This is an optimization exercise on Yosys and OpenROAD, whose aim is small area, not a production implementation.
Where RTL was checked, it was by simulation tests only, not by an equivalence proof against the original.
The RTL of runs 2 and 3 was laid out without a check of its function.
Power and IR drop assume default switching activity.

$ cat flow/config.mk
export PLATFORM = sky130hd
export DESIGN_NAME = pulse_gen_tim
export DESIGN_NICKNAME = pulse_gen_tim
export VERILOG_FILES = /design/flow/design.v
export SDC_FILE = /design/flow/constraint.sdc
export NUM_CORES = 4
export LEC_CHECK = 0
export CAP_MARGIN = 20
export CORE_MARGIN = 2
export CORE_UTILIZATION = 40
export PLACE_DENSITY = 0.6
export SLEW_MARGIN = 20
$ cat flow/constraint.sdc
create_clock -name core_clock -period 5.0 [get_ports {clk}]
set_input_delay 1.0000 -clock core_clock [delete_from_list [all_inputs] [get_ports {clk}]]
set_output_delay 1.0000 -clock core_clock [all_outputs]
set_load 0.01 [all_outputs]
$ cat flow/design.v
module pulse_gen_tim
#(parameter WIDTH=25)
(
	input clk, enable, reset,
	input tim,  
	input [WIDTH-1:0] delay_in,
	input [WIDTH-1:0] duration_in,
	input [WIDTH-1:0] T_in,
	output reg out_signal
);
	reg [7:0] c0, c1, c2;
	reg [1:0] c3;
	reg cout1, cout2, cout3;
	reg state;
	localparam S0 = 1'b0, S1 = 1'b1;
	reg [WIDTH-1:0] pulse_time;
	reg [WIDTH-1:0] delay;
	reg [20:0] count_tim;
	reg [1:0] pre;
	reg [1:0] eq;
	wire [25:0] cnt = {c3, c2, c1, c0};
	wire [WIDTH-1:0] pt_nx = (state == S0) ? T_in : pulse_time;
	wire [WIDTH-1:0] dl_nx = (state == S0) ? delay_in : delay;
	reg [26:0] cs_s, cs_c;
	reg [26:0] yg, yp;
	reg [25:0] xg, xp;
	reg [24:0] bg, bp;
	reg a0, a1, a2;
	reg gg, pp, y_co, x_co, b_co;
	integer i, j;
	localparam K = 6;
	always @(*) begin
		for (i = 0; i < 27; i = i + 1) begin
			a0 = (i < 26) ? cnt[i] : 1'b0;
			a1 = (i < 21) ? count_tim[i] : 1'b0;
			a2 = (i < 25) ? ~duration_in[i] : 1'b1;
			cs_s[i] = a0 ^ a1 ^ a2;
			cs_c[i] = (a0 & a1) | (a0 & a2) | (a1 & a2);
		end
		yg = cs_s & {cs_c[25:0], 1'b1};
		yp = cs_s | {cs_c[25:0], 1'b1};
		y_co = 1'b0;
		for (j = 0; j < 27; j = j + K) begin
			gg = 1'b0;
			pp = 1'b1;
			for (i = j; i < j + K && i < 27; i = i + 1) begin
				gg = yg[i] | (yp[i] & gg);
				pp = pp & yp[i];
			end
			y_co = gg | (pp & y_co);
		end
		xg = cnt & ~{1'b0, duration_in};
		xp = cnt | ~{1'b0, duration_in};
		x_co = 1'b1;
		for (j = 0; j < 26; j = j + K) begin
			gg = 1'b0;
			pp = 1'b1;
			for (i = j; i < j + K && i < 26; i = i + 1) begin
				gg = xg[i] | (xp[i] & gg);
				pp = pp & xp[i];
			end
			x_co = gg | (pp & x_co);
		end
		bg = duration_in & ~{4'd0, count_tim};
		bp = duration_in | ~{4'd0, count_tim};
		b_co = 1'b1;
		for (j = 0; j < 25; j = j + K) begin
			gg = 1'b0;
			pp = 1'b1;
			for (i = j; i < j + K && i < 25; i = i + 1) begin
				gg = bg[i] | (bp[i] & gg);
				pp = pp & bp[i];
			end
			b_co = gg | (pp & b_co);
		end
	end
	wire hit_u = x_co | (b_co & y_co);
	wire hit_t = cnt == {1'b0, pt_nx};
	wire hit_d = cnt == {1'b0, dl_nx};
	wire [1:0] code = {hit_u | hit_t, hit_u | (~hit_t & hit_d)};
	wire clr = reset | (state == S0);
	wire fin = eq[1] & eq[0];
always @(posedge clk) begin
	if (state == S0) begin
		pulse_time <= T_in;
		delay <= delay_in;
	end
end
always @(posedge clk) begin
	if (reset) begin
		out_signal <= 1'b0;
		state <= S0;
		count_tim <= 21'd0;
		cout1 <= 1'b0;
		cout2 <= 1'b0;
		cout3 <= 1'b0;
		pre <= 2'b11;
		eq <= 2'b00;
	end else begin
		case (state)
		S0: begin
			if (tim) count_tim <= count_tim + 1'b1;
			else if (enable) state <= S1;
		end
		S1: begin
			if (eq[1]) out_signal <= 1'b0;
			else if (eq[0]) out_signal <= 1'b1;
			if (fin) begin
				state <= S0;
				count_tim <= 21'd0;
			end
		end
		endcase
		cout1 <= (c0 == 8'hfe);
		cout2 <= &c1;
		cout3 <= &c2;
		pre <= code;
		eq <= pre;
	end
end
always @(posedge clk) begin
	c0 <= clr ? 8'd0 : c0 + 8'd1;
	if (cout1 & ~reset) c1 <= c1 + 8'd1;
	else if (clr) c1 <= 8'd0;
	if (cout2 & cout1 & ~reset) c2 <= c2 + 8'd1;
	else if (clr) c2 <= 8'd0;
	if (cout3 & cout2 & cout1 & ~reset) c3 <= c3 + 2'd1;
	else if (clr) c3 <= 2'd0;
end
endmodule
$ cat flow/flow/run.sh
#!/bin/bash
# The standard layout with these changes:
#  - after the standard synthesis, the combinational logic is mapped again
#    by ABC with an area-oriented script (flow/area.abc); flip-flops are
#    kept as they are (same instances, names and cells);
#  - port buffers are the smallest buffer cell (buf_1);
#  - CTS uses clkbuf_8 and inserts no dummy loads.
set -euo pipefail
here=$(pwd)
R=$here/orfs/results/$FLOW_PLATFORM/pulse_gen_tim/base
LIB=$FLOW_HOME/platforms/$FLOW_PLATFORM/lib/sky130_fd_sc_hd__tt_025C_1v80.lib
YOSYS=$(command -v yosys || echo $FLOW_HOME/../tools/install/yosys/bin/yosys)
export BUFFER_PORTS_ARGS="-buffer_cell sky130_fd_sc_hd__buf_1"
export CTS_ARGS="-sink_clustering_enable -repair_clock_nets -dont_use_dummy_load -buf_list sky130_fd_sc_hd__clkbuf_8"

bash standard.sh synth > standard_synth.log 2>&1

cp $R/1_2_yosys.v $here/standard_netlist.v
DU=""
for c in sky130_fd_sc_hd__lpflow_bleeder_1 sky130_fd_sc_hd__lpflow_clkbufkapwr_1 sky130_fd_sc_hd__lpflow_clkbufkapwr_16 sky130_fd_sc_hd__lpflow_clkbufkapwr_2 sky130_fd_sc_hd__lpflow_clkbufkapwr_4 sky130_fd_sc_hd__lpflow_clkbufkapwr_8 sky130_fd_sc_hd__lpflow_clkinvkapwr_1 sky130_fd_sc_hd__lpflow_clkinvkapwr_16 sky130_fd_sc_hd__lpflow_clkinvkapwr_2 sky130_fd_sc_hd__lpflow_clkinvkapwr_4 sky130_fd_sc_hd__lpflow_clkinvkapwr_8 sky130_fd_sc_hd__lpflow_decapkapwr_12 sky130_fd_sc_hd__lpflow_decapkapwr_3 sky130_fd_sc_hd__lpflow_decapkapwr_4 sky130_fd_sc_hd__lpflow_decapkapwr_6 sky130_fd_sc_hd__lpflow_decapkapwr_8 sky130_fd_sc_hd__lpflow_inputiso0n_1 sky130_fd_sc_hd__lpflow_inputiso0p_1 sky130_fd_sc_hd__lpflow_inputiso1n_1 sky130_fd_sc_hd__lpflow_inputiso1p_1 sky130_fd_sc_hd__lpflow_inputisolatch_1 sky130_fd_sc_hd__lpflow_isobufsrc_1 sky130_fd_sc_hd__lpflow_isobufsrc_16 sky130_fd_sc_hd__lpflow_isobufsrc_2 sky130_fd_sc_hd__lpflow_isobufsrc_4 sky130_fd_sc_hd__lpflow_isobufsrc_8 sky130_fd_sc_hd__lpflow_isobufsrckapwr_16 sky130_fd_sc_hd__lpflow_lsbuf_lh_hl_isowell_tap_1 sky130_fd_sc_hd__lpflow_lsbuf_lh_hl_isowell_tap_2 sky130_fd_sc_hd__lpflow_lsbuf_lh_hl_isowell_tap_4 sky130_fd_sc_hd__lpflow_lsbuf_lh_isowell_4 sky130_fd_sc_hd__lpflow_lsbuf_lh_isowell_tap_1 sky130_fd_sc_hd__lpflow_lsbuf_lh_isowell_tap_2 sky130_fd_sc_hd__lpflow_lsbuf_lh_isowell_tap_4 sky130_fd_sc_hd__probe_p_8 sky130_fd_sc_hd__probec_p_8 ; do DU="$DU -dont_use $c"; done
cat > $here/remap.ys <<EOS
read_liberty -ignore_miss_func $LIB
read_verilog $here/standard_netlist.v
hierarchy -top $FLOW_TOP
setattr -mod -set blackbox 1 sky130_fd_sc_hd__df* sky130_fd_sc_hd__edf*
flatten
opt_clean
delete t:\$scopeinfo
abc -liberty $LIB $DU -script $here/flow/area.abc
opt_clean
hilomap -singleton -hicell sky130_fd_sc_hd__conb_1 HI -locell sky130_fd_sc_hd__conb_1 LO
stat -liberty $LIB
write_verilog -noattr -noexpr -nohex -nodec $here/remapped.v
EOS
$YOSYS -s $here/remap.ys > $here/remap.log 2>&1
cp $here/remapped.v $R/1_2_yosys.v
rm -f $R/1_synth.odb $R/1_synth.sdc

bash standard.sh > standard.log 2>&1
$ cat flow/flow/area.abc
strash; &get -n; &deepsyn -T 60; &put; dch -f; amap; topo
$ cat flow/standard.sh
#!/bin/bash
# synth_recipe.tcl (not shown) runs the flow's synth.tcl, then flattens the netlist and writes it again
# the make line also repeats each setting of config.mk as NAME=value (left out here)
make -C /OpenROAD-flow-scripts/flow DESIGN_CONFIG=/design/flow/config.mk WORK_HOME=/design/flow/orfs CLKGATE_MAP_FILE= SYNTH_SCRIPT=/design/flow/synth_recipe.tcl "${@:-finish}"
==> results of run 1 <==
## worst max-delay path by stage
stage | endpoint | start | depth (start not counted)
after floorplan | pre[0] | state | 9
after global placement | pre[1] | duration_in[3] | 28
after detailed placement | pre[0] | duration_in[3] | 28
after CTS | pre[0] | duration_in[3] | 28
after global routing | count_tim[20] | tim | 25
final | pre[0] | duration_in[3] | 28
## registers in the layout, summed over array words and instances (netlist names)
signal,cells
cout3,1
c2,8
state,1
delay,25
c3,2
cout2,1
cout1,1
out_signal,1
pulse_time,25
c0,8
c1,8
pre,2
count_tim,21
eq,2
## layer usage
layer / wire (um) / GRT usage / vias to the layer above / share of wire
li1: - / - / 2679 / -
met1: 7270 / 0.307 / 2430 / 0.47
met2: 7120 / 0.371 / 151 / 0.46
met3: 843 / 0.0378 / 20 / 0.054
met4: 234 / 0.0722 / 0 / 0.015
met5: 0 / 0 / - / 0
## final cells by class
class,instances,share of cell area
Clock buffer,9,0.0207
Inverter,97,0.0608
Sequential cell,106,0.385
Tap cell,176,0.0368
Timing Repair Buffer,83,0.0546
Multi-Input combinational cell,460,0.442
## critical path, delay by kind of cell
| kind | cells | cell delay [ns] |
|---|---|---|
| compound gates | 14 | 1.89 |
| simple gates | 13 | 1.62 |
| buf+inv | 1 | 0.16 |
## cell usage in the layout, fill, tap and decap left out, types with 3 or more instances in the layout
| cell type | n |
|---|---|
| a2111oi_0 | 6 |
| a211oi_1 | 29 |
| a21o_1 | 7 |
| a21oi_1 | 22 |
| a221o_1 | 4 |
| a221oi_1 | 13 |
| a222oi_1 | 3 |
| a22oi_1 | 11 |
| a31oi_1 | 4 |
| buf_1 | 79 |
| buf_4 | 4 |
| clkbuf_8 | 9 |
| clkinv_1 | 97 |
| dfxtp_1 | 87 |
| edfxtp_1 | 18 |
| nand2_1 | 73 |
| nand3_1 | 8 |
| nand4_1 | 4 |
| nor2_1 | 95 |
| nor2b_1 | 4 |
| nor3_1 | 7 |
| nor3b_1 | 9 |
| nor4_1 | 5 |
| o2111a_1 | 3 |
| o211ai_1 | 5 |
| o21a_1 | 5 |
| o21ai_0 | 34 |
| o221a_1 | 3 |
| o221ai_1 | 15 |
| o22a_1 | 15 |
| o22ai_1 | 65 |
| or2_0 | 3 |
## where the power goes
part | total (uW) | internal (uW) | switching [uW]
clock network | 441 | 163 | 279
logic | 244 | 88.8 | 155
registers | 939 | 918 | 21.5
total | 1620 | 1170 | 455
## stage by stage
stage,utilization,power [uW],instance area (um^2),cells,hold WS (ns)
CTS,0.457,1630,5980,931,0.450
floorplan,-,1110,5310,663,0.414
global route,0.457,1710,5980,931,0.464
finish,0.457,1620,5980,931,0.447
global placement,0.448,1190,5860,922,0.422
detailed placement,0.448,1200,5860,922,0.428
==> results.cfg, run 1 <==
[status]
status = no timing/DRC/antenna violations

[min_path]
hp-start = pre[0]
whs_path_depth = 1
hp-class = register to register
whs_endpoint = eq[0]

[global_route]
grt_pass1_vias = 5088
grt_pass1_wl_um = 25600
grt_overflow = 0
grt_max_degree = 59
antenna_found_initial = 0
track_usage = 0.227

[routing]
route.detailed.drc = 0
drtIter0Drc = 392
viasPerCell = 5.67
wire_per_inst_um = 16.6
antenna_left = 0
drt_first_pass_iters = 5
vias = 5280
totalWireLength_um = 15500

[cells_and_area]
drive_above_1_share = 0.0185
fill_cells = 1352
layout-area-overhead-vs-synth_pct = 12.6
multi_input_area_mm2 = 0.00265
final_nets = 836
seq_area_mm2 = 0.00230
antenna_cells = 0

[setup_path]
reg2reg_depth = 27
timing.rr.start = c0[3]
slowest_stage = nor3_1
rr_endpoint = pre[0]
cp_max_fo = 5
crit_arrival_ns = 4.65
cp-start-kind = input pin
cp_data_required_time_ns = 5.27
crit_path_max_incr_delay_ns = 0.38
critPathKind = input pin to register
r2r_setup_slack_ns = 0.62
endpoint_kind = register
crit_path_frequent_cell = nand2_1

[timing]
max_freq_mhz = 228
setup_tns_ns = 0
drv_slew = 0
rsz0062_at_grt = no
worstMarginPinSlew_ns = 0.874
fin_crit_sh = 0.877
min_period_ns = 4.38
worst_slack_ns = 0.617
clock_skew_ns = 0.0167
slew_headroom = 0.416
finalHoldViolCount = 0
setup_viol = 0

[synthesis]
syn_nets = 742
syn_area_mm2 = 0.00531
syn_avg_cell_area_um2 = 8.01
syn_inst = 663
yosysWarnings = 1

[cts]
cts_buffer_depth = 2
post_cts_buffers = 0
cts_hold_buffers = 0
insertion_delay_ns = 0.38
cts-root-buf = clkbuf_8
cts_resized = 0
cts_tree = built
htreeDepth = 3
clock_sinks = 106
path_clk_slew_ns = 0.09
cts-buffers-inserted = 9

[run]
drv_cap = 0

[power_and_ir_drop]
peakVddDrop_mv = 0.114
power_density_mw_per_mm2 = 271
p_leak_uw = 0.00195

[floorplan]
fp.dieW_um = 119
die-area_mm2 = 0.0142
core_mm2 = 0.0131
io_pins = 80
rows = 42
die_y_um = 119
initial_core_util = 0.406

[placed_design]
dpl.hpwl_um = 12100
gp_congestion = 0.942
pre_cts_slack_ns = 0.247
port_buffers = 79
==> run 2, diff against run 1 <==
--- a/flow/design.v
+++ b/flow/design.v
@@ -28,7 +28,7 @@
 	reg a0, a1, a2;
 	reg gg, pp, y_co, x_co, b_co;
 	integer i, j;
-	localparam K = 6;
+	localparam K = 10;
 	always @(*) begin
 		for (i = 0; i < 27; i = i + 1) begin
 			a0 = (i < 26) ? cnt[i] : 1'b0;
==> flow/flow/area.abc (replaced) <==
strash; &get -n; &deepsyn -J 100 -T 600; &put; dch -f; amap; topo
==> run 2 against run 1 <==
  * Still clean on timing, DRC and antenna
  * Clock-buffer cell count unchanged
  * Global-route usage up 0.72 points
  * First-iteration DRC count up 30%
  * Hold slack gained 0.0014 ns
  * Critical path depth shrank 2
==> results.cfg, run 2 <==
[cells_and_area]
final_nets = 850
fin_area_mm2 = 0.00603
layoutNonFillerInstCount = 945
drive_above_1_share = 0.0195
final_common_cell = clkinv_1
final_cell_mix = 105 x clkinv_1, 103 x nor2_1, 87 x dfxtp_1, 79 x buf_1, 76 x o22ai_1
layout-area-overhead-vs-synth_pct = 12.5
reg_top3 = delay x25, pulse_time x25, count_tim x21
antenna_cells = 0

[routing]
totalWireLength_um = 16600
drtIter0Drc = 511
wire_per_inst_um = 17.6
viasPerCell = 5.79
antenna_left = 0
drt_first_pass_iters = 5
route.detailed.drc = 0
vias = 5471

[setup_path]
slowest_stage = a222oi_1
cp_data_required_time_ns = 5.28
crit_path_frequent_cell = nor2_1
cp-start-kind = input pin
crit_arrival_ns = 4.76
crit_path_max_incr_delay_ns = 0.27
cp_max_fo = 4
endpoint_kind = register
critPathKind = input pin to register

[global_route]
grt_pass1_vias = 5060
grt_max_degree = 55
grt_pass1_wl_um = 26100
grt_overflow = 0
track_usage = 0.235
antenna_found_initial = 0

[floorplan]
core_mm2 = 0.0131
initial_core_util = 0.408
die_y_um = 120
io_pins = 80
fp.dieW_um = 120
rows = 42
die-area_mm2 = 0.0143

[cts]
clock_sinks = 106
htreeDepth = 3
cts-root-buf = clkbuf_8
path_clk_slew_ns = 0.11
cts_buffer_depth = 2
cts_hold_buffers = 0
cts_resized = 0
post_cts_buffers = 0
insertion_delay_ns = 0.39
cts-buffers-inserted = 9
cts_tree = built

[power_and_ir_drop]
peakVddDrop_mv = 0.114
power_density_mw_per_mm2 = 274
p_leak_uw = 0.00193

[timing]
drv_slew = 0
max_freq_mhz = 223
worstMarginPinSlew_ns = 0.660
fin_worst_hold_slack_ns = 0.448
rsz0062_at_grt = no
fin_crit_sh = 0.896
slew_headroom = 0.560
setup_tns_ns = 0
finalHoldViolCount = 0
setup_viol = 0
clock_skew_ns = 0.0331
min_period_ns = 4.48

[placed_design]
placed_area_mm2 = 0.00590
numPlacedInstances = 936
dpl.hpwl_um = 12700
port_buffers = 79
gp_congestion = 0.939

[min_path]
hp-class = register to register

[synthesis]
yosysWarnings = 1
syn_avg_cell_area_um2 = 7.91
syn_nets = 756
syn_area_mm2 = 0.00536
syn_inst = 677

[run]
drv_cap = 0

[status]
status = no timing/DRC/antenna violations
==> run 2: final timing paths <==
| path | cells after the start | startpoint | endpoint | slack, ns |
|---|---|---|---|---|
| worst max-delay path | 26 | duration_in[3] | pre[0] | 0.52 |
| worst min-delay path | 1 | eq[1] | out_signal | 0.45 |
| worst max register to register | 25 | c0[3] | pre[0] | 0.61 |
| worst min register to register | 1 | eq[1] | out_signal | 0.45 |
==> run 2: per-stage QoR <==
step / power (uW) / worst slack, ns / util
after floorplan: 1120 / 0.979 / -
after global placement: 1210 / 0.369 / 0.449
after detailed placement: 1220 / 0.167 / 0.449
after CTS: 1650 / 0.580 / 0.459
after global routing: 1720 / 0.0326 / 0.459
final: 1650 / 0.518 / 0.459
==> run 2: report_power, final <==
| part | switching (uW) | leakage (uW) | internal, uW |
|---|---|---|---|
| combinational | 164 | 0.000927 | 92.8 |
| sequential | 26.8 | 0.000943 | 920 |
| clock | 284 | 0.0000647 | 163 |
| total | 475 | 0.00193 | 1180 |
==> run 2: layout make-up <==
class | instances | area [um^2]
Timing Repair Buffer | 83 | 327
Multi-Input combinational cell | 466 | 2660
Sequential cell | 106 | 2300
Inverter | 105 | 394
Fill cell | 1350 | 7110
Clock buffer | 9 | 124
Tap cell | 176 | 220
==> run 2: metal layers <==
layer	global-route usage	up-vias	part of all wire
li1	-	2712	-
met1	0.321	2574	0.46
met3	0.0261	23	0.047
met2	0.381	162	0.47
met5	0	-	0
met4	0.0897	0	0.022
==> run 2: worst max-delay path: cells and delay by family <==
kind / cells / cell delay [ns]
buffers and inverters: 2 / 0.26
AOI/OAI and AO/OA: 12 / 2.29
and+or+nand+nor: 12 / 1.20
==> run 3, diff against run 2 <==
--- a/flow/design.v
+++ b/flow/design.v
@@ -28,7 +28,7 @@
 	reg a0, a1, a2;
 	reg gg, pp, y_co, x_co, b_co;
 	integer i, j;
-	localparam K = 10;
+	localparam K = 8;
 	always @(*) begin
 		for (i = 0; i < 27; i = i + 1) begin
 			a0 = (i < 26) ? cnt[i] : 1'b0;
==> run 3 against run 2 <==
  * Final cell count is 1.4% lower
  * Synthesized cell count is 1.8% lower
  * Sequential power is 0.6% lower
  * Combinational power is 3% lower
  * Routed wire length is 4.4% lower
  * Die area hardly changed
  * First-iteration DRC count is 1.8% higher
  * Clock-buffer cell count stayed put
  * Largest power group unchanged
  * Utilization is 0.095 points lower
  * Clock skew is 0.014 ns lower
  * Setup slack better by 0.0094 ns
==> results.cfg, run 3 <==
[routing]
viasPerCell = 5.76
antenna_left = 0
totalWireLength_um = 15900
vias = 5371
drt_first_pass_iters = 5
wire_per_inst_um = 17.0
route.detailed.drc = 0
drtIter0Drc = 520

[power_and_ir_drop]
p_sw_uw = 457
swShare = 0.281
power_frac_comb = 0.153
pwr-share-seq = 0.577
p_int_uw = 1170
p_leak_uw = 0.00191
power_density_mw_per_mm2 = 271
power_frac_clock = 0.270
peakVddDrop_mv = 0.0912

[synthesis]
syn_avg_cell_area_um2 = 8.05
syn_nets = 744
syn_area_mm2 = 0.00535
syn_inst = 665
yosysWarnings = 1

[floorplan]
die-area_mm2 = 0.0143
fp.dieW_um = 120
initial_core_util = 0.407
die_y_um = 120
rows = 42
core_mm2 = 0.0131
io_pins = 80

[cts]
insertion_delay_ns = 0.39
cts-root-buf = clkbuf_8
cts_tree = built
clock_sinks = 106
cts_hold_buffers = 0
htreeDepth = 3
cts-buffers-inserted = 9
post_cts_buffers = 0
cts_resized = 0
path_clk_slew_ns = 0.10
cts_buffer_depth = 2

[setup_path]
critPathLaunch = duration_in[1]
cp_data_required_time_ns = 5.32
reg2reg_depth = 24
slowest_stage = or4_1
worst-path-buf-inv = 2
cp_max_fo = 4
endpoint_kind = register
crit_arrival_ns = 4.79
crit_path_max_incr_delay_ns = 0.42
cp.depth = 27
critPathKind = input pin to register
cp-start-kind = input pin
rr_endpoint = pre[1]
timing.rr.start = count_tim[1]
path_delay_family = simple AND/OR/NAND/NOR gates
crit_end = pre[1]
r2r_setup_slack_ns = 0.79
crit_path_frequent_cell = nor2_1

[cells_and_area]
antenna_cells = 0
reg_top3 = delay x25, pulse_time x25, count_tim x21
layoutNonFillerInstCount = 932
final_cell_mix = 110 x nor2_1, 99 x clkinv_1, 87 x dfxtp_1, 79 x buf_1, 63 x o22ai_1
layout-area-overhead-vs-synth_pct = 12.4
final_nets = 837
fin_area_mm2 = 0.00601
final_common_cell = nor2_1
drive_above_1_share = 0.0172

[placed_design]
dpl.hpwl_um = 12300
numPlacedInstances = 923
gp_congestion = 0.871
placed_area_mm2 = 0.00589
port_buffers = 79

[global_route]
track_usage = 0.225
met3_usage = 0.0285
grt_pass1_wl_um = 25400
grt_use_met2 = 0.364
grt_util_met1 = 0.301
grt_max_degree = 55
grt_overflow = 0
antenna_found_initial = 0
top_usage_layer = met2
grt_pass1_vias = 5080

[min_path]
hp-start = eq[1]
hp-class = register to register

[timing]
fin_worst_hold_slack_ns = 0.459
min_period_ns = 4.47
drv_slew = 0
worstMarginPinSlew_ns = 0.827
max_freq_mhz = 224
slew_headroom = 0.447
finalHoldViolCount = 0
clock_skew_ns = 0.0186
setup_viol = 0
setup_tns_ns = 0
fin_crit_sh = 0.894
rsz0062_at_grt = no

[status]
status = no timing/DRC/antenna violations

[run]
drv_cap = 0
run 3: metal layers:
metal	up-vias	share of wire
met4	0	0.031
met1	2504	0.47
met5	-	0
met2	151	0.45
met3	27	0.051
li1	2689	-
run 3: metrics by stage:
stage          setup slack [ns]  power, uW  utilization
6_report                  0.528       1630        0.458
5_1_grt                  0.0725       1700        0.458
4_1_cts                   0.625       1630        0.458
3_3_place_gp              0.382       1200        0.448
2_1_floorplan             0.950       1110            -
3_5_place_dp              0.277       1200        0.448
run 3: final cells by class:
class	count	area [um^2]
clock buffers	9	124
fillers	1369	7120
inverters	99	372
multi-input cells	460	2680
flip-flops and latches	106	2300
well taps	176	220
repair buffers	82	319
run 3: how the worst min path moves through the flow:
stage | endpoint | slack, ns | depth (start not counted)
4_1_cts | out_signal | 0.46 | 1
3_5_place_dp | out_signal | 0.44 | 1
6_report | out_signal | 0.46 | 1
2_1_floorplan | eq[0] | 0.41 | 1
5_1_grt | eq[0] | 0.47 | 1
3_3_place_gp | out_signal | 0.43 | 1
run 3: power by group through the flow:
| stage | clock, uW | combinational (uW) | sequential [uW] |
|---|---|---|---|
| finish | 440 | 250 | 940 |
| global route | 478 | 274 | 946 |
| CTS | 445 | 246 | 940 |
| detailed placement | 0 | 245 | 960 |
| global placement | 0 | 240 | 958 |
| floorplan | 0 | 154 | 958 |
==> run 4, diff against run 3 <==
--- a/flow/design.v
+++ b/flow/design.v
@@ -28,7 +28,7 @@
 	reg a0, a1, a2;
 	reg gg, pp, y_co, x_co, b_co;
 	integer i, j;
-	localparam K = 8;
+	localparam K = 6;
 	always @(*) begin
 		for (i = 0; i < 27; i = i + 1) begin
 			a0 = (i < 26) ? cnt[i] : 1'b0;
==> run 4 against run 3 <==
  * Still clean on timing, DRC and antenna
  * First-iteration DRC count down 25%
  * Register-to-register slack worse by 0.17 ns
  * Power down 0.32%
  * Utilization about the same
  * Clock skew down 0.0019 ns
  * Non-clock buffer count up 1
  * Die area down 0.68%
  * Critical path depth up 1
  * Combinational power down 2%
  * Maximum frequency up 2.0%
  * Via count down 1.7%
  * Setup slack better by 0.090 ns
  * Critical path type unchanged
  * Critical endpoint is now pre[0]
  * Largest power group unchanged
  * Highest routed layer unchanged
==> results.cfg, run 4 <==
[status]
status = no timing/DRC/antenna violations

[routing]
vias = 5280
route.detailed.drc = 0
viasPerCell = 5.67
antenna_left = 0
drt_first_pass_iters = 5
wire_per_inst_um = 16.6
totalWireLength_um = 15500
drtIter0Drc = 392

[power_and_ir_drop]
p_leak_uw = 0.00195
power_density_mw_per_mm2 = 271
peakVddDrop_mv = 0.114

[setup_path]
cp-start-kind = input pin
critPathLaunch = duration_in[3]
cp_data_required_time_ns = 5.27
endpoint_kind = register
cp_max_fo = 5
timing.rr.start = c0[3]
critPathKind = input pin to register
crit_arrival_ns = 4.65

[synthesis]
syn_avg_cell_area_um2 = 8.01
syn_nets = 742
syn_area_mm2 = 0.00531
syn_inst = 663
yosysWarnings = 1

[global_route]
grt_max_degree = 59
grt_pass1_wl_um = 25600
grt_overflow = 0
antenna_found_initial = 0
track_usage = 0.227
grt_pass1_vias = 5088

[cells_and_area]
final_nets = 836
fill_cells = 1352
final_cell_mix = 97 x clkinv_1, 95 x nor2_1, 87 x dfxtp_1, 79 x buf_1, 73 x nand2_1
reg_top3 = delay x25, pulse_time x25, count_tim x21
final_common_cell = clkinv_1
antenna_cells = 0
layout-area-overhead-vs-synth_pct = 12.6
drive_above_1_share = 0.0185

[placed_design]
port_buffers = 79
gp_congestion = 0.942
dpl.hpwl_um = 12100
pre_cts_slack_ns = 0.247

[cts]
insertion_delay_ns = 0.38
htreeDepth = 3
path_clk_slew_ns = 0.09
cts_resized = 0
cts_buffer_depth = 2
cts-buffers-inserted = 9
cts_hold_buffers = 0
clock_sinks = 106
cts-root-buf = clkbuf_8
post_cts_buffers = 0
cts_tree = built

[timing]
finalHoldViolCount = 0
setup_viol = 0
fin_crit_sh = 0.877
rsz0062_at_grt = no
setup_tns_ns = 0
slew_headroom = 0.416
max_freq_mhz = 228
worst_slack_ns = 0.617
min_period_ns = 4.38
worstMarginPinSlew_ns = 0.874
clock_skew_ns = 0.0167
drv_slew = 0

[floorplan]
die-area_mm2 = 0.0142
fp.dieW_um = 119
core_mm2 = 0.0131
io_pins = 80
initial_core_util = 0.406
die_y_um = 119
rows = 42

[run]
drv_cap = 0

[min_path]
hp-class = register to register
hp-start = pre[0]
-- run 4: cell count changes in the layout (fill, tap and decap cells not counted), moves of 4 or more --
cell / change
nor2_1: -15
a21o_1: +6
nand2_1: +19
nor3_1: -6
a2111oi_0: +4
a221oi_1: +7
a22oi_1: +8
a21oi_1: -7
nor2b_1: -8
nand3_1: +4
a2111o_1: -4
o21ai_0: +6
a222oi_1: -8
-- run 4: final timing paths --
| check | to | slack [ns] | cells after the start |
|---|---|---|---|
| worst max-delay path | pre[0] | 0.62 | 28 |
| worst min-delay path | eq[0] | 0.45 | 1 |
| worst max register to register | pre[0] | 0.62 | 27 |
| worst min register to register | eq[0] | 0.45 | 1 |
-- run 4: layout make-up --
| type | instances | area, um^2 | share of cell area |
|---|---|---|---|
| multi-input combinational | 460 | 2650 | 0.442 |
| tap | 176 | 220 | 0.0368 |
| sequential | 106 | 2300 | 0.385 |
| inverter | 97 | 364 | 0.0608 |
| clock buffer | 9 | 124 | 0.0207 |
| timing repair buffer | 83 | 327 | 0.0546 |
-- run 4: power breakdown --
part / internal, uW / switching (uW) / total [uW]
clock: 163 / 279 / 441
combinational: 88.8 / 155 / 244
sequential: 918 / 21.5 / 939
-- run 4: through the flow --
| stage | utilization | total power, uW | hold slack (ns) | instances | instance area [um^2] |
|---|---|---|---|---|---|
| 3_3_place_gp | 0.448 | 1190 | 0.422 | 922 | 5860 |
| 6_report | 0.457 | 1620 | 0.447 | 931 | 5980 |
| 3_5_place_dp | 0.448 | 1200 | 0.428 | 922 | 5860 |
| 5_1_grt | 0.457 | 1710 | 0.464 | 931 | 5980 |
| 4_1_cts | 0.457 | 1630 | 0.450 | 931 | 5980 |
| 2_1_floorplan | - | 1110 | 0.414 | 663 | 5310 |
-- run 4: metal layers --
layer,up-vias,routed length [um],GRT usage
met3,20,843,0.0378
met1,2430,7270,0.307
met5,-,0,0
met2,151,7120,0.371
met4,0,234,0.0722
li1,2679,-,-
-- run 4: critical path, stage by stage --
cell       delay [ns]
buf_1            0.16
nand2_1          0.09
o21ai_0          0.11
nor2_1           0.10
nor3_1           0.38
nor2_1           0.10
a221oi_1         0.29
o21ai_0          0.13
o2111ai_1        0.24
a222oi_1         0.11
nor3_1           0.14
a221o_1          0.13
o221ai_1         0.11
nand2_1          0.08
o221ai_1         0.11
nand2_1          0.08
o221ai_1         0.11
nand2_1          0.09
o221ai_1         0.13
nand2_1          0.09
o221ai_1         0.11
nand2_1          0.08
o221a_1          0.16
a221oi_1         0.05
nor4_1           0.18
nor2_1           0.08
nor2_1           0.13
o41ai_1          0.10
==> run 5, diff against run 4 <==
--- a/flow/flow/run.sh
+++ b/flow/flow/run.sh
@@ -11,7 +11,7 @@
 LIB=$FLOW_HOME/platforms/$FLOW_PLATFORM/lib/sky130_fd_sc_hd__tt_025C_1v80.lib
 YOSYS=$(command -v yosys || echo $FLOW_HOME/../tools/install/yosys/bin/yosys)
 export BUFFER_PORTS_ARGS="-buffer_cell sky130_fd_sc_hd__buf_1"
-export CTS_ARGS="-sink_clustering_enable -repair_clock_nets -dont_use_dummy_load -buf_list sky130_fd_sc_hd__clkbuf_8"
+export CTS_ARGS="-sink_clustering_enable -repair_clock_nets -dont_use_dummy_load -buf_list \"sky130_fd_sc_hd__clkbuf_4 sky130_fd_sc_hd__clkbuf_8\""
 
 bash standard.sh synth > standard_synth.log 2>&1
 
==> run 5 against run 4 <==
  * Still clean on timing, DRC and antenna
  * Sequential power barely moved
  * Clock power is essentially flat
  * Via count unchanged
  * Cell area did not move
  * Global-route usage is the same
  * Setup slack stayed put
  * Routed wire length stayed put
  * Register-to-register slack hardly changed
  * Combinational power about the same
  * Critical path type unchanged
  * Largest power group unchanged
==> results.cfg, run 5 <==
[cells_and_area]
antenna_cells = 0
fill_cells = 1352
reg_top3 = delay x25, pulse_time x25, count_tim x21
final_common_cell = clkinv_1
final_nets = 836
final_cell_mix = 97 x clkinv_1, 95 x nor2_1, 87 x dfxtp_1, 79 x buf_1, 73 x nand2_1
drive_above_1_share = 0.0185
post-route-util = 0.457
layoutNonFillerInstCount = 931
layout-area-overhead-vs-synth_pct = 12.6
fin_area_mm2 = 0.00598

[global_route]
antenna_found_initial = 0
grt_max_degree = 59
grt_overflow = 0
track_usage = 0.227
grt_pass1_vias = 5088
grt_pass1_wl_um = 25600

[cts]
htreeDepth = 3
insertion_delay_ns = 0.38
cts_resized = 0
clock_sinks = 106
cts_tree = built
cts_hold_buffers = 0
cts-buffers-inserted = 9
post_cts_buffers = 0
cts-root-buf = clkbuf_8
cts_buffer_depth = 2
path_clk_slew_ns = 0.09

[timing]
setup_viol = 0
finalHoldViolCount = 0
clock_skew_ns = 0.0167
fin_worst_hold_slack_ns = 0.447
slew_headroom = 0.416
rsz0062_at_grt = no
fin_crit_sh = 0.877
drv_slew = 0
setup_tns_ns = 0
max_freq_mhz = 228
worstMarginPinSlew_ns = 0.874
min_period_ns = 4.38

[setup_path]
critPathLaunch = duration_in[3]
cp_data_required_time_ns = 5.27
rr_endpoint = pre[0]
cp_max_fo = 5
cp-start-kind = input pin
reg2reg_depth = 27
crit_arrival_ns = 4.65
endpoint_kind = register
crit_end = pre[0]
timing.rr.start = c0[3]
critPathKind = input pin to register
r2r_setup_slack_ns = 0.62

[run]
drv_cap = 0

[floorplan]
io_pins = 80
die_y_um = 119
initial_core_util = 0.406
rows = 42
fp.dieW_um = 119
core_mm2 = 0.0131
die-area_mm2 = 0.0142

[min_path]
hp-start = pre[0]
hp-class = register to register

[routing]
route.detailed.drc = 0
drtIter0Drc = 392
drt_first_pass_iters = 5
wire_per_inst_um = 16.6
viasPerCell = 5.67
antenna_left = 0
vias = 5280
totalWireLength_um = 15500

[synthesis]
syn_inst = 663
syn_avg_cell_area_um2 = 8.01
syn_nets = 742
yosysWarnings = 1
syn_area_mm2 = 0.00531

[placed_design]
placed_area_mm2 = 0.00586
numPlacedInstances = 922
gp_congestion = 0.942
port_buffers = 79
dpl.hpwl_um = 12100

[power_and_ir_drop]
power_density_mw_per_mm2 = 271
peakVddDrop_mv = 0.114
p_leak_uw = 0.00195

[status]
status = no timing/DRC/antenna violations
## run 5: how the worst min path moves through the flow
stage                     cells past startpoint          to  slack [ns]
after global placement                        1  out_signal        0.42
after detailed placement                      1       eq[0]        0.43
after CTS                                     1       eq[0]        0.45
after floorplan                               1       eq[0]        0.41
final                                         1       eq[0]        0.45
after global routing                          1       eq[0]        0.46
## run 5: layout make-up
cell class                      count  area (um^2)  share of cell area
Clock buffer                        9          124              0.0207
Inverter                           97          364              0.0608
Multi-Input combinational cell    460         2650               0.442
Sequential cell                   106         2300               0.385
Tap cell                          176          220              0.0368
Timing Repair Buffer               83          327              0.0546
## run 5: per-stage QoR
| step | total power [uW] | setup WS (ns) |
|---|---|---|
| final | 1620 | 0.617 |
| after detailed placement | 1200 | 0.247 |
| after global placement | 1190 | 0.447 |
| after CTS | 1630 | 0.645 |
| after floorplan | 1110 | 1.02 |
| after global routing | 1710 | 0.111 |
## run 5: critical path: stages
cell and delay [ns]:
buf_1 0.16, nand2_1 0.09, o21ai_0 0.11, nor2_1 0.10, nor3_1 0.38, nor2_1 0.10
a221oi_1 0.29, o21ai_0 0.13, o2111ai_1 0.24, a222oi_1 0.11, nor3_1 0.14, a221o_1 0.13
o221ai_1 0.11, nand2_1 0.08, o221ai_1 0.11, nand2_1 0.08, o221ai_1 0.11, nand2_1 0.09
o221ai_1 0.13, nand2_1 0.09, o221ai_1 0.11, nand2_1 0.08, o221a_1 0.16, a221oi_1 0.05
nor4_1 0.18, nor2_1 0.08, nor2_1 0.13, o41ai_1 0.10
## run 5: per-layer routing
metal	GRT usage	up-vias	part of all wire
li1	-	2679	-
met1	0.307	2430	0.47
met2	0.371	151	0.46
met3	0.0378	20	0.054
met4	0.0722	0	0.015
met5	0	-	0
## run 5: power breakdown
group	leakage (uW)	switching (uW)	internal (uW)
clock network	0.0000647	279	163
logic	0.000941	155	88.8
registers	0.000943	21.5	918
==> run 6, diff against run 5 <==
--- a/flow/flow/run.sh
+++ b/flow/flow/run.sh
@@ -4,14 +4,14 @@
 #    by ABC with an area-oriented script (flow/area.abc); flip-flops are
 #    kept as they are (same instances, names and cells);
 #  - port buffers are the smallest buffer cell (buf_1);
-#  - CTS uses clkbuf_8 and inserts no dummy loads.
+#  - CTS uses clkbuf_8, clusters of up to 30 sinks, and inserts no dummy loads.
 set -euo pipefail
 here=$(pwd)
 R=$here/orfs/results/$FLOW_PLATFORM/pulse_gen_tim/base
 LIB=$FLOW_HOME/platforms/$FLOW_PLATFORM/lib/sky130_fd_sc_hd__tt_025C_1v80.lib
 YOSYS=$(command -v yosys || echo $FLOW_HOME/../tools/install/yosys/bin/yosys)
 export BUFFER_PORTS_ARGS="-buffer_cell sky130_fd_sc_hd__buf_1"
-export CTS_ARGS="-sink_clustering_enable -repair_clock_nets -dont_use_dummy_load -buf_list \"sky130_fd_sc_hd__clkbuf_4 sky130_fd_sc_hd__clkbuf_8\""
+export CTS_ARGS="-sink_clustering_enable -repair_clock_nets -dont_use_dummy_load -buf_list sky130_fd_sc_hd__clkbuf_8 -sink_clustering_size 30 -sink_clustering_max_diameter 100"
 
 bash standard.sh synth > standard_synth.log 2>&1
 
==> flow/flow/area.abc (replaced) <==
strash; &get -n; &deepsyn -T 60; &put; dch -f; &get -n; &nf -R 1000; &put
==> run 6 against run 5 <==
  * Utilization decreased by 0.40 points
  * Combinational power decreased by 2%
  * Synthesized cell count shrank 5.0%
  * Register-to-register slack gained 0.47 ns
  * First-iteration DRC count decreased by 31%
  * Global-route usage fell by 3.3 points
  * Power fell by 0.45%
  * Largest cell class unchanged
==> results.cfg, run 6 <==
[timing]
clock_skew_ns = 0.0217
setup_viol = 0
setup_tns_ns = 0
drv_slew = 0
fin_crit_sh = 0.842
finalHoldViolCount = 0
rsz0062_at_grt = no
fin_worst_hold_slack_ns = 0.450
max_freq_mhz = 237
worstMarginPinSlew_ns = 0.867
min_period_ns = 4.21
slew_headroom = 0.422

[routing]
wire_per_inst_um = 15.7
viasPerCell = 5.43
totalWireLength_um = 14100
route.detailed.drc = 0
vias = 4886
drtIter0Drc = 271
antenna_left = 0
drt_first_pass_iters = 5

[cts]
cts_resized = 0
cts-buffers-inserted = 9
insertion_delay_ns = 0.38
cts-root-buf = clkbuf_8
htreeDepth = 3
cts_hold_buffers = 0
post_cts_buffers = 0
cts_tree = built
clock_sinks = 106
path_clk_slew_ns = 0.08
cts_buffer_depth = 2

[global_route]
antenna_found_initial = 0
grt_pass1_wl_um = 22400
met3_usage = 0.0297
top_usage_layer = met2
grt_util_met1 = 0.259
track_usage = 0.194
grt_use_met2 = 0.310
grt_overflow = 0
grt_pass1_vias = 4547
grt_max_degree = 55

[setup_path]
crit_arrival_ns = 4.44
cp-start-kind = input pin
path_cells = buf_1 -> and3_1 -> and3_1 -> and2_0 -> and3_1 -> and2_0 -> and3_1 -> and2_0 -> and3_1 -> and2_0 -> and3_1 -> and2_0 -> and3_1 -> and2_0 -> nand2_1 -> xnor2_1 -> nor2_1
crit_path_frequent_cell = and3_1
timing.rr.start = state
worst-path-buf-inv = 1
cp_data_required_time_ns = 5.22
slowest_stage = and3_1
cp_max_fo = 5
endpoint_kind = register
path_delay_family = simple AND/OR/NAND/NOR gates
crit_path_max_incr_delay_ns = 0.26
critPathKind = input pin to register
critPathLaunch = tim

[placed_design]
port_buffers = 79
placed_area_mm2 = 0.00612
gp_congestion = 0.849
dpl.hpwl_um = 10800

[floorplan]
fp.dieW_um = 122
die-area_mm2 = 0.0149
io_pins = 80
rows = 43
die_y_um = 122
core_mm2 = 0.0138
initial_core_util = 0.406

[power_and_ir_drop]
finalPower_uw = 1620
power_density_mw_per_mm2 = 259
p_leak_uw = 0.00211
peakVddDrop_mv = 0.121

[min_path]
hp-start = eq[1]
hp-class = register to register

[run]
drv_cap = 0

[synthesis]
syn_avg_cell_area_um2 = 8.87
syn_nets = 709
syn_area_mm2 = 0.00559
yosysWarnings = 1
syn_inst = 630

[cells_and_area]
fill_cells = 1405
final_nets = 800
drive_above_1_share = 0.0153
post-route-util = 0.453
antenna_cells = 0
layout-area-overhead-vs-synth_pct = 11.7
multi_input_area_mm2 = 0.00301
final_common_cell = dfxtp_1
fin_area_mm2 = 0.00624
reg_top3 = delay x25, pulse_time x25, count_tim x21
seq_area_mm2 = 0.00230
final_cell_mix = 87 x dfxtp_1, 79 x buf_1, 75 x clkinv_1, 48 x a21oi_1, 45 x mux2i_1

[status]
status = no timing/DRC/antenna violations
[run 6: changes by cell type in the layout (fill, tap and decap cells not counted), moves of 12 or more]
cell,previous run,this run
nor3_1,7,25
o22a_1,15,1
o22ai_1,65,25
mux2i_1,0,45
nor2b_1,4,16
clkinv_1,97,75
a21oi_1,22,48
nand2b_1,0,14
and3_1,0,16
nand2_1,73,30
nor2_1,95,40
xnor2_1,0,29
a211oi_1,29,4
[run 6: final timing paths]
check                                endpoint  slack (ns)  depth (start not counted)
worst min-delay path               out_signal        0.45                          1
worst min register to register     out_signal        0.45                          1
worst max-delay path            count_tim[20]        0.79                         17
worst max register to register  count_tim[20]        1.09                         17
[run 6: through the flow]
| stage | worst slack [ns] | cells |
|---|---|---|
| floorplan | 0.496 | 630 |
| global placement | 0.533 | 890 |
| detailed placement | 0.417 | 890 |
| CTS | 0.786 | 899 |
| global route | 0.281 | 899 |
| finish | 0.789 | 899 |
[run 6: power by group]
group / internal (uW) / switching (uW) / total [uW] / leakage, uW
sequential: 917 / 33.2 / 950 / 0.000943
combinational: 98.9 / 140 / 239 / 0.00110
clock: 162 / 266 / 428 / 0.0000647
total: 1180 / 439 / 1620 / 0.00211
[run 6: cell type report]
type	instances	share of cell area
timing repair buffer	80	0.0487
clock buffer	9	0.0198
multi-input combinational	449	0.481
tap	180	0.0361
inverter	75	0.0451
sequential	106	0.369
[run 6: per-layer routing]
metal / vias up / part of all wire
met4: 0 / 0.030
met5: - / 0
met2: 125 / 0.44
li1: 2492 / -
met3: 26 / 0.049
met1: 2243 / 0.48
==> run 7, diff against run 6 <==
--- a/flow/flow/run.sh
+++ b/flow/flow/run.sh
@@ -4,14 +4,14 @@
 #    by ABC with an area-oriented script (flow/area.abc); flip-flops are
 #    kept as they are (same instances, names and cells);
 #  - port buffers are the smallest buffer cell (buf_1);
-#  - CTS uses clkbuf_8, clusters of up to 30 sinks, and inserts no dummy loads.
+#  - CTS uses a clkbuf_16 root, clkbuf_4 elsewhere, and inserts no dummy loads.
 set -euo pipefail
 here=$(pwd)
 R=$here/orfs/results/$FLOW_PLATFORM/pulse_gen_tim/base
 LIB=$FLOW_HOME/platforms/$FLOW_PLATFORM/lib/sky130_fd_sc_hd__tt_025C_1v80.lib
 YOSYS=$(command -v yosys || echo $FLOW_HOME/../tools/install/yosys/bin/yosys)
 export BUFFER_PORTS_ARGS="-buffer_cell sky130_fd_sc_hd__buf_1"
-export CTS_ARGS="-sink_clustering_enable -repair_clock_nets -dont_use_dummy_load -buf_list sky130_fd_sc_hd__clkbuf_8 -sink_clustering_size 30 -sink_clustering_max_diameter 100"
+export CTS_ARGS="-sink_clustering_enable -repair_clock_nets -dont_use_dummy_load -buf_list sky130_fd_sc_hd__clkbuf_4 -root_buf sky130_fd_sc_hd__clkbuf_16"
 
 bash standard.sh synth > standard_synth.log 2>&1
 
==> flow/flow/area.abc (replaced) <==
strash; &get -n; &deepsyn -T 60; &put; dch -f; amap; topo
==> run 7 against run 6 <==
  * Flip-flop and latch count unchanged
  * Critical endpoint is now pre[0]
  * Register-to-register slack got worse by 0.45 ns
  * Power increased by 11%
  * Maximum frequency decreased by 4.3%
  * Clock-buffer cell count unchanged
  * Critical path type unchanged
==> results.cfg, run 7 <==
[cts]
post_cts_buffers = 0
clock_sinks = 106
path_clk_slew_ns = 0.07
cts_tree = built
cts_hold_buffers = 0
cts-root-buf = clkbuf_16
htreeDepth = 3
insertion_delay_ns = 0.35
cts_buffer_depth = 2
cts-buffers-inserted = 9
cts_resized = 0

[global_route]
grt_use_met2 = 0.372
top_usage_layer = met2
track_usage = 0.228
grt_pass1_wl_um = 25600
grt_util_met1 = 0.306
antenna_found_initial = 0
met3_usage = 0.0297
grt_pass1_vias = 5064
grt_overflow = 0
grt_max_degree = 59

[power_and_ir_drop]
power_frac_comb = 0.135
p_int_uw = 1330
power_density_mw_per_mm2 = 296
power_frac_clock = 0.342
p_sw_uw = 473
swShare = 0.263
p_leak_uw = 0.00199
pwr-share-seq = 0.523
peakVddDrop_mv = 0.164

[floorplan]
io_pins = 80
fp.dieW_um = 119
core_mm2 = 0.0131
die_y_um = 119
die-area_mm2 = 0.0142
initial_core_util = 0.406
rows = 42

[synthesis]
syn_avg_cell_area_um2 = 8.01
syn_nets = 742
syn_inst = 663
yosysWarnings = 1
syn_area_mm2 = 0.00531

[timing]
drv_slew = 0
worst_slack_ns = 0.598
clock_skew_ns = 0.00974
setup_tns_ns = 0
rsz0062_at_grt = no
worstMarginPinSlew_ns = 0.870
slew_headroom = 0.418
min_period_ns = 4.40
setup_viol = 0
finalHoldViolCount = 0
max_freq_mhz = 227
fin_crit_sh = 0.880

[placed_design]
numPlacedInstances = 922
dpl.hpwl_um = 12100
port_buffers = 79
placed_area_mm2 = 0.00586
pre_cts_slack_ns = 0.247
gp_congestion = 0.942

[routing]
route.detailed.drc = 0
totalWireLength_um = 15400
drtIter0Drc = 405
viasPerCell = 5.68
vias = 5292
drt_first_pass_iters = 6
wire_per_inst_um = 16.5
antenna_left = 0

[setup_path]
crit_arrival_ns = 4.64
endpoint_kind = register
critPathKind = input pin to register
reg2reg_depth = 27
worst-path-buf-inv = 1
cp.depth = 28
cp-start-kind = input pin
cp_data_required_time_ns = 5.24
crit_path_frequent_cell = nand2_1
cp_max_fo = 5
path_delay_family = compound AO/OA/AOI/OAI gates
crit_path_max_incr_delay_ns = 0.38
slowest_stage = nor3_1

[cells_and_area]
final_common_cell = clkinv_1
drive_above_1_share = 0.0185
final_cell_mix = 97 x clkinv_1, 95 x nor2_1, 87 x dfxtp_1, 79 x buf_1, 73 x nand2_1
antenna_cells = 0
reg_top3 = delay x25, pulse_time x25, count_tim x21
final_nets = 836
layout-area-overhead-vs-synth_pct = 14.6
layoutNonFillerInstCount = 931
fin_area_mm2 = 0.00609

[min_path]
whs_path_depth = 1
hp-class = register to register

[status]
status = no timing/DRC/antenna violations

[run]
drv_cap = 0
[run 7: path summary, 6_finish.rpt]
check | slack [ns] | to | start
max | 0.60 | pre[0] | duration_in[3]
max reg2reg | 0.64 | pre[0] | c0[3]
min | 0.44 | eq[0] | pre[0]
min reg2reg | 0.44 | eq[0] | pre[0]
[run 7: per-stage QoR]
stage	power [uW]	hold WS [ns]	util
CTS	1810	0.444	0.465
global route	1890	0.459	0.465
global placement	1190	0.422	0.448
floorplan	1110	0.414	-
finish	1800	0.440	0.465
detailed placement	1200	0.428	0.448
[run 7: worst reg2reg max path: cells and delay by family, from the launching register on]
family                 cells  cell delay (ns)
DFF                        1             0.45
buffers and inverters      1             0.25
and+or+nand+nor           12             1.54
AOI/OAI and AO/OA         14             2.03
[run 7: area by class of cell]
type                            instances  area, um^2
Fill cell                            1343        7000
Multi-Input combinational cell        460        2650
Sequential cell                       106        2300
Inverter                               97         364
Timing Repair Buffer                   83         327
Clock buffer                            9         225
Tap cell                              176         220
[run 7: layer usage]
metal / up-vias / routed length, um / part of all wire
met3: 26 / 773 / 0.050
met5: - / 0 / 0
li1: 2688 / - / -
met2: 162 / 7070 / 0.46
met1: 2416 / 7250 / 0.47
met4: 0 / 278 / 0.018
[run 7: power groups by stage]
stage | clock network [uW] | logic (uW) | registers, uW
5_1_grt | 668 | 274 | 944
3_5_place_dp | 0 | 241 | 959
6_report | 615 | 243 | 940
3_3_place_gp | 0 | 236 | 957
2_1_floorplan | 0 | 150 | 958
4_1_cts | 633 | 242 | 940

[static timing again, ports no longer ideal]
No port has a modelled driver above. Below, the same layouts with a new extraction and two added sets of constraints. Step 1 sets driving cells, clkbuf_16 on the clock port and buf_2 on the other inputs (assumed; they add their load-dependent delay and slew). Step 2 adds t to the input delays and takes it off the output delays; t is the mean of the earliest and latest rising clock arrival at the registers after step 1. Input paths then give back, and output paths get back, about the clock's delay inside the block. Three values: ideal, step 1, step 2; two values: the first two.
run	t, ns	slack for setup (ns)	worst register clock-pin slew, ns
run 1	0.409	0.617 / 0.621 / 0.223	0.10 / 0.10
run 2	0.415	0.518 / 0.531 / 0.116	0.11 / 0.11
run 3	0.411	0.528 / 0.540 / 0.129	0.10 / 0.10
run 4	0.409	0.617 / 0.621 / 0.223	0.10 / 0.10
run 5	0.409	0.617 / 0.621 / 0.223	0.10 / 0.10
run 6	0.408	0.789 / 0.802 / 0.393	0.10 / 0.10
run 7	0.389	0.598 / 0.616 / 0.227	0.07 / 0.07
After both steps setup and hold are still met in every run listed. The setup slack of run 2, which loses most, moves by +0.013 ns with the drivers and by -0.402 ns with both steps.
